This design comes from an exercise in tuning for small area and a short achievable clock period on the open sky130 flow, not from production work.
The RTL was checked by simulation tests, not by an equivalence proof against the original design.
No activity file was given, so power comes from the tool's default toggle rates.

==> fjord: inputs <==
## TLB
module TLB(
    input clk,
    input reset,
    output io_req_ready,
    input  io_req_valid,
    input [6:0] io_req_bits_asid,
    input [27:0] io_req_bits_vpn,
    input  io_req_bits_passthrough,
    input  io_req_bits_instruction,
    input  io_req_bits_store,
    output io_resp_miss,
    output[19:0] io_resp_ppn,
    output io_resp_xcpt_ld,
    output io_resp_xcpt_st,
    output io_resp_xcpt_if,
    output[7:0] io_resp_hit_idx,
    input  io_ptw_req_ready,
    output io_ptw_req_valid,
    output[26:0] io_ptw_req_bits_addr,
    output[1:0] io_ptw_req_bits_prv,
    output io_ptw_req_bits_store,
    output io_ptw_req_bits_fetch,
    input  io_ptw_resp_valid,
    input  io_ptw_resp_bits_error,
    input [19:0] io_ptw_resp_bits_pte_ppn,
    input [2:0] io_ptw_resp_bits_pte_reserved_for_software,
    input  io_ptw_resp_bits_pte_d,
    input  io_ptw_resp_bits_pte_r,
    input [3:0] io_ptw_resp_bits_pte_typ,
    input  io_ptw_resp_bits_pte_v,
    input  io_ptw_status_sd,
    input [30:0] io_ptw_status_zero2,
    input  io_ptw_status_sd_rv32,
    input [8:0] io_ptw_status_zero1,
    input [4:0] io_ptw_status_vm,
    input  io_ptw_status_mprv,
    input [1:0] io_ptw_status_xs,
    input [1:0] io_ptw_status_fs,
    input [1:0] io_ptw_status_prv3,
    input  io_ptw_status_ie3,
    input [1:0] io_ptw_status_prv2,
    input  io_ptw_status_ie2,
    input [1:0] io_ptw_status_prv1,
    input  io_ptw_status_ie1,
    input [1:0] io_ptw_status_prv,
    input  io_ptw_status_ie,
    input  io_ptw_invalidate
);
export LEC_CHECK = 0
export CAP_MARGIN = 20
export CORE_MARGIN = 2
export CORE_UTILIZATION = 40
export CTS_BUF_LIST = sky130_fd_sc_hd__clkbuf_8 sky130_fd_sc_hd__clkbuf_16
export CTS_CLUSTER_DIAMETER = 100
export CTS_CLUSTER_SIZE = 20
export SETUP_SLACK_MARGIN = 2.0
export SLEW_MARGIN = 20
export SYNTH_HIERARCHICAL = 1
create_clock -name core_clock -period 6.5 [get_ports {clk}]
standard.sh (not shown) runs the stock make flow with config.mk's settings and CLKGATE_MAP_FILE= SYNTH_SCRIPT=/design/flow/synth_recipe.tcl, a recipe that flattens the netlist after the stock synthesis.
==> flow/flow/run.sh <==
#!/bin/bash
# The standard layout flow, except that:
#  - the buffers put on the input and output ports are sky130_fd_sc_hd__buf_1
#    cells instead of the default delay buffer (timing repair resizes the ones
#    on critical paths);
#  - clock tree synthesis uses clkbuf_8 buffers for clusters of up to 16
#    flip-flops and inserts no dummy loads.
# The full output of the flow goes to standard.log in the folder this runs in.
set -euo pipefail
export BUFFER_PORTS_ARGS="-buffer_cell sky130_fd_sc_hd__buf_1"
export CTS_ARGS="-sink_clustering_enable -repair_clock_nets -dont_use_dummy_load -buf_list sky130_fd_sc_hd__clkbuf_8 -sink_clustering_size 16 -sink_clustering_max_diameter 70"
bash standard.sh > standard.log 2>&1
==> inputs of yarrow, as changes to fjord <==
--- a/flow/design.v
+++ b/flow/design.v
@@ -70,11 +70,12 @@
             .instr(io_req_bits_instruction), .prv1_hi(io_ptw_status_prv1[1]),
             .prv_hi(io_ptw_status_prv[1]), .y(vm_b));
   wire bad_va = io_req_bits_vpn[27] ^ io_req_bits_vpn[26];
   wire [32:0] key = {io_req_bits_asid[5:0], io_req_bits_vpn[26:0]};
   wire [7:0] hits;        
-  wire [7:0] vh [0:3];
+  wire [7:0] vhits;       
+  wire [7:0] vhits_b;     
   wire [7:0] dmiss;       
   wire [7:0] e_ld, e_st, e_if;
   wire [7:0] errv;
   wire nvm = ~vm_on;
   genvar i, b;
@@ -101,39 +102,33 @@
       wire [2:0] h;
       for (b = 0; b < 3; b = b + 1) begin : l2
         g_nor3 o (.a(gn[3*b]), .b(gn[3*b+1]), .c(gn[3*b+2]), .y(h[b]));
       end
       g_and3 ha (.a(h[0]), .b(h[1]), .c(h[2]), .y(hits[i]));
-      g_and4 hv0 (.a(h[0]), .b(h[1]), .c(h[2]), .d(vm_a), .y(vh[0][i]));
-      g_and4 hv1 (.a(h[0]), .b(h[1]), .c(h[2]), .d(vm_a), .y(vh[1][i]));
-      g_and4 hv2 (.a(h[0]), .b(h[1]), .c(h[2]), .d(vm_b), .y(vh[2][i]));
-      g_and4 hv3 (.a(h[0]), .b(h[1]), .c(h[2]), .d(vm_b), .y(vh[3][i]));
+      g_and4 hv (.a(h[0]), .b(h[1]), .c(h[2]), .d(vm_a), .y(vhits[i]));
+      g_and4 hw (.a(h[0]), .b(h[1]), .c(h[2]), .d(vm_b), .y(vhits_b[i]));
     end
   endgenerate
   wire [7:0] ndm = ~dmiss;
   wire [19:0] va = io_req_bits_vpn[19:0];
-  wire [3:0] vm_p;
-  generate
-    for (b = 0; b < 4; b = b + 1) begin : vmc
-      g_vm v (.vm3(io_ptw_status_vm[3]), .pt(io_req_bits_passthrough), .mprv(io_ptw_status_mprv),
-              .instr(io_req_bits_instruction), .prv1_hi(io_ptw_status_prv1[1]),
-              .prv_hi(io_ptw_status_prv[1]), .y(vm_p[b]));
-    end
-  endgenerate
-  wire c_ld, c_st, c_if, c_miss;
-  g_cterms ct (.va(va), .v27(io_req_bits_vpn[27]), .v26(io_req_bits_vpn[26]), .vm(vm_on),
-               .c_ld(c_ld), .c_st(c_st), .c_if(c_if), .c_miss(c_miss));
-  g_sel8c s_ld (.s(vh[0]), .d(e_ld), .c(c_ld), .y(io_resp_xcpt_ld));
-  g_sel8c s_st (.s(vh[1]), .d(e_st), .c(c_st), .y(io_resp_xcpt_st));
-  g_sel8c s_if (.s(vh[2]), .d(e_if), .c(c_if), .y(io_resp_xcpt_if));
-  g_sel8cn s_m (.s(vh[3]), .d(ndm), .c(c_miss), .y(io_resp_miss));
+  wire va_rx = (va[19:18] == 2'b00);
+  wire va_r  = (va[19:3] == 17'h08000);
+  wire va_rw = (va >= 20'h40008) & (va <= 20'h40010);
+  wire c_ld = bad_va | (nvm & ~(va_rx | va_r | va_rw));
+  wire c_st = bad_va | (nvm & ~(va_rx | va_rw));
+  wire c_if = bad_va | (nvm & ~va_rx);
+  wire c_miss = nvm | bad_va;
+  g_sel8c s_ld (.s(vhits), .d(e_ld), .c(c_ld), .y(io_resp_xcpt_ld));
+  g_sel8c s_st (.s(vhits), .d(e_st), .c(c_st), .y(io_resp_xcpt_st));
+  g_sel8c s_if (.s(vhits_b), .d(e_if), .c(c_if), .y(io_resp_xcpt_if));
+  g_sel8cn s_m (.s(vhits_b), .d(ndm), .c(c_miss), .y(io_resp_miss));
   generate
     for (b = 0; b < 20; b = b + 1) begin : pb
-      g_sel8c s (.s(vh[b / 5]),
+      g_sel8c s (.s(b < 10 ? vhits : vhits_b),
                  .d({ppn[7][b], ppn[6][b], ppn[5][b], ppn[4][b],
                      ppn[3][b], ppn[2][b], ppn[1][b], ppn[0][b]}),
-                 .c(~vm_p[b / 5] & va[b]), .y(io_resp_ppn[b]));
+                 .c(nvm & va[b]), .y(io_resp_ppn[b]));
     end
   endgenerate
   wire tlb_hit = vm_on & |(hits & ndm);
   assign io_resp_hit_idx = hits;
   assign io_req_ready = (state == 2'h0);
@@ -257,58 +252,10 @@
   g_a22oi a1 (.a1(s[2]), .a2(d[2]), .b1(s[3]), .b2(d[3]), .y(t[1]));
   g_a22oi a2 (.a1(s[4]), .a2(d[4]), .b1(s[5]), .b2(d[5]), .y(t[2]));
   g_a221oi a3 (.a1(s[6]), .a2(d[6]), .b1(s[7]), .b2(d[7]), .c1(c), .y(t[3]));
   g_and4 n (.a(t[0]), .b(t[1]), .c(t[2]), .d(t[3]), .y(y));
 endmodule
-module g_cterms(input [19:0] va, input v27, input v26, input vm,
-                output c_ld, output c_st, output c_if, output c_miss);
-  wire bad, x_ok, n1, n2, n3, n4, n5, ha, hb, hi, lo_r, lo_w, z30;
-  g_xor2 xb (.a(v27), .b(v26), .y(bad));
-  g_nor2 xo (.a(va[19]), .b(va[18]), .y(x_ok));
-  g_nor3 o1 (.a(va[17]), .b(va[16]), .c(va[15]), .y(n1));
-  g_nor3 o2 (.a(va[14]), .b(va[13]), .c(va[12]), .y(n2));
-  g_nor3 o3 (.a(va[11]), .b(va[10]), .c(va[9]), .y(n3));
-  g_nor3 o4 (.a(va[8]), .b(va[7]), .c(va[6]), .y(n4));
-  g_nor3b o5 (.a(va[5]), .b(va[19]), .cn(va[18]), .y(n5));
-  g_nand3 a1 (.a(n1), .b(n2), .c(n3), .y(ha));
-  g_nand2 a2 (.a(n4), .b(n5), .y(hb));
-  g_nor2 hh (.a(ha), .b(hb), .y(hi));
-  g_nor4 z (.a(va[3]), .b(va[2]), .c(va[1]), .d(va[0]), .y(z30));
-  g_o41ai lr (.a1(va[3]), .a2(va[2]), .a3(va[1]), .a4(va[0]), .b1(va[4]), .y(lo_r));
-  g_mux2 lw (.s(va[4]), .a1(z30), .a0(va[3]), .y(lo_w));
-  g_cfin fl (.bad(bad), .vm(vm), .x_ok(x_ok), .hi(hi), .lo(lo_r), .y(c_ld));
-  g_cfin fs (.bad(bad), .vm(vm), .x_ok(x_ok), .hi(hi), .lo(lo_w), .y(c_st));
-  g_cfin fx (.bad(bad), .vm(vm), .x_ok(x_ok), .hi(1'b0), .lo(1'b0), .y(c_if));
-  g_or2b fm (.a(bad), .bn(vm), .y(c_miss));
-endmodule
-module g_cfin(input bad, input vm, input x_ok, input hi, input lo, output y);
-  assign y = bad | ~(vm | x_ok | (hi & lo));
-endmodule
-module g_xor2(input a, input b, output y);
-  assign y = a ^ b;
-endmodule
-module g_nor2(input a, input b, output y);
-  assign y = ~(a | b);
-endmodule
-module g_nand2(input a, input b, output y);
-  assign y = ~(a & b);
-endmodule
-module g_nor3b(input a, input b, input cn, output y);
-  assign y = ~(a | b | ~cn);
-endmodule
-module g_nor4(input a, input b, input c, input d, output y);
-  assign y = ~(a | b | c | d);
-endmodule
-module g_o41ai(input a1, input a2, input a3, input a4, input b1, output y);
-  assign y = ~((a1 | a2 | a3 | a4) & b1);
-endmodule
-module g_or2b(input a, input bn, output y);
-  assign y = a | ~bn;
-endmodule
-module g_mux2(input s, input a1, input a0, output y);
-  assign y = s ? a1 : a0;
-endmodule
 module g_a221oi(input a1, input a2, input b1, input b2, input c1, output y);
   assign y = ~((a1 & a2) | (b1 & b2) | c1);
 endmodule
 module g_a22oi(input a1, input a2, input b1, input b2, output y);
   assign y = ~((a1 & a2) | (b1 & b2));
Settings changed: CORE_UTILIZATION 40 to 60, CTS_BUF_LIST sky130_fd_sc_hd__clkbuf_8 sky130_fd_sc_hd__clkbuf_16 to default, CTS_CLUSTER_DIAMETER 100 to default, CTS_CLUSTER_SIZE 20 to default, PLACE_DENSITY from default to 0.85, SETUP_SLACK_MARGIN 2.0 to 2.1.
==> inputs of garnet, as changes to fjord <==
--- a/flow/design.v
+++ b/flow/design.v
@@ -101,14 +101,16 @@
       wire [2:0] h;
       for (b = 0; b < 3; b = b + 1) begin : l2
         g_nor3 o (.a(gn[3*b]), .b(gn[3*b+1]), .c(gn[3*b+2]), .y(h[b]));
       end
       g_and3 ha (.a(h[0]), .b(h[1]), .c(h[2]), .y(hits[i]));
-      g_and4 hv0 (.a(h[0]), .b(h[1]), .c(h[2]), .d(vm_a), .y(vh[0][i]));
-      g_and4 hv1 (.a(h[0]), .b(h[1]), .c(h[2]), .d(vm_a), .y(vh[1][i]));
-      g_and4 hv2 (.a(h[0]), .b(h[1]), .c(h[2]), .d(vm_b), .y(vh[2][i]));
-      g_and4 hv3 (.a(h[0]), .b(h[1]), .c(h[2]), .d(vm_b), .y(vh[3][i]));
+      wire vhn;
+      g_nand4 hv (.a(h[0]), .b(h[1]), .c(h[2]), .d(i < 4 ? vm_a : vm_b), .y(vhn));
+      g_inv hv0 (.a(vhn), .y(vh[0][i]));
+      g_inv hv1 (.a(vhn), .y(vh[1][i]));
+      g_inv hv2 (.a(vhn), .y(vh[2][i]));
+      g_inv hv3 (.a(vhn), .y(vh[3][i]));
     end
   endgenerate
   wire [7:0] ndm = ~dmiss;
   wire [19:0] va = io_req_bits_vpn[19:0];
   wire [3:0] vm_p;
@@ -234,10 +236,13 @@
   assign y = ~(a | b | c);
 endmodule
 module g_and3(input a, input b, input c, output y);
   assign y = a & b & c;
 endmodule
+module g_inv(input a, output y);
+  assign y = ~a;
+endmodule
 module g_and4(input a, input b, input c, input d, output y);
   assign y = a & b & c & d;
 endmodule
 module g_vm(input vm3, input pt, input mprv, input instr, input prv1_hi, input prv_hi,
             output y);
==> flow/flow/run.sh (replaced) <==
#!/bin/bash
# The standard layout flow, except that:
#  - the buffers put on the input and output ports are sky130_fd_sc_hd__buf_1
#    cells instead of the default delay buffer (timing repair resizes the ones
#    on critical paths);
#  - clock tree synthesis uses clkbuf_8 buffers for clusters of up to 16
#    flip-flops and inserts no dummy loads;
#  - timing-driven global placement weights critical nets more strongly.
# The full output of the flow goes to standard.log in the folder this runs in.
set -euo pipefail
export BUFFER_PORTS_ARGS="-buffer_cell sky130_fd_sc_hd__buf_1"
export CTS_ARGS="-sink_clustering_enable -repair_clock_nets -dont_use_dummy_load -buf_list sky130_fd_sc_hd__clkbuf_8 -sink_clustering_size 16 -sink_clustering_max_diameter 70"
export GLOBAL_PLACEMENT_ARGS="-timing_driven_net_weight_max 4 -timing_driven_nets_percentage 20"
bash standard.sh > standard.log 2>&1
Settings changed: CTS_BUF_LIST sky130_fd_sc_hd__clkbuf_8 sky130_fd_sc_hd__clkbuf_16 to default, CTS_CLUSTER_DIAMETER 100 to default, CTS_CLUSTER_SIZE 20 to default.
==> reports/results.tsv <==
stage	metric	value	unit
cts	setup bufs post-CTS	25	
critical_path	CP Data Arrival Time	3.17	ns
cts	total CTS buffers	41	
sta	Final period util	68.7	%
global_route	grt met3 use	3.80	%
sta	clk_skew	0.0776	ns
placed_design	DPL Wire Length	37.2	mm
status	status	complete, no violations	
routing	met2 routed WL	27.9	mm
cells_and_area	area occupied by multi-input gates	0.00726	mm^2
routing	via count	12900	
[end of results for fjord]
==> reports/results.tsv <==
stage	metric	value	unit
cells_and_area	Max-area cell class	registers	
global_route	number of global-route vias before repair	12500	
routing	via count	12800	
placed_design	DPL Wire Length	37.2	mm
sta	clk_skew	0.0351	ns
synthesis	mean area per synthesized cell	16.4	um^2
routing	First DRT Iteration DRCs	1064	
global_route	M1 GR Usage	26.7	%
cts	setup bufs post-CTS	32	
global_route	initial antenna violation count	6	
power	sw frac	22.4	%
global_route	grt met3 use	3.05	%
synthesis	synth warn	11	
status	status	complete, no violations	
sta	Final period util	70.3	%
cts	total CTS buffers	40	
min_path	min-delay src	plru[7]$_SDFFE_PP0P_	
sta	RSZ-0062 raised after global routing	yes	
synthesis	post-synthesis compound-gate area fraction	8.84	%
critical_path	CP Data Arrival Time	3.27	ns
cells_and_area	area occupied by multi-input gates	0.00679	mm^2
[end of results for garnet]
==> reports/results.tsv <==
stage	metric	value	unit
placed_design	DPL Wire Length	32.2	mm
sta	Final period util	70.0	%
power	maximum vdd ir drop	0.000170	V
routing	via count	13100	
sta	min cycle time layout	4.55	ns
cts	total CTS buffers	39	
critical_path	Worst Setup End Kind	output port	
routing	met2 routed WL	27.5	mm
global_route	grt met3 use	4.75	%
die	Die Ht	198	um
cells_and_area	area occupied by multi-input gates	0.00693	mm^2
routing	DR WL/cell	26.7	um
placed_design	Port Buffers	140	
status	status	complete, no violations	
cells_and_area	clock buf count	39	
cts	setup bufs post-CTS	37	
[end of results for yarrow]

afterwards: timing with drivers on the ports:
The results above use ideal ports. As a check the final layouts listed here were re-extracted and re-timed, cells and wires unchanged.
Step 1 (the two cells are an assumption about what drives the block):
set clk [get_ports {clk}]
set_driving_cell -lib_cell sky130_fd_sc_hd__clkbuf_16 $clk
set_driving_cell -lib_cell sky130_fd_sc_hd__buf_2 [delete_from_list [all_inputs] $clk]
Step 2 moves the port delays by t, midway between the first and last clock arrival at a register: inputs arrive t later, outputs are due t later. That takes back most of the time a late clock gives input paths.
Slacks: ideal ports / drivers / drivers and shift; pairs: ideal ports / drivers.
| run | t (ns) | setup slack, ns | worst slew at a driven data input, ns |
|---|---|---|---|
| fjord | 0.661 | 2.033 / 2.002 / 2.002 | 0.11 |
| yarrow | 0.624 | 1.951 / 1.905 / 1.905 | 0.10 |
| garnet | 0.677 | 1.928 / 1.890 / 1.890 | 0.10 |
After both steps setup and hold are still met in every run listed. The setup slack of yarrow, which loses most, moves by -0.046 ns with the drivers and by -0.046 ns with both steps.
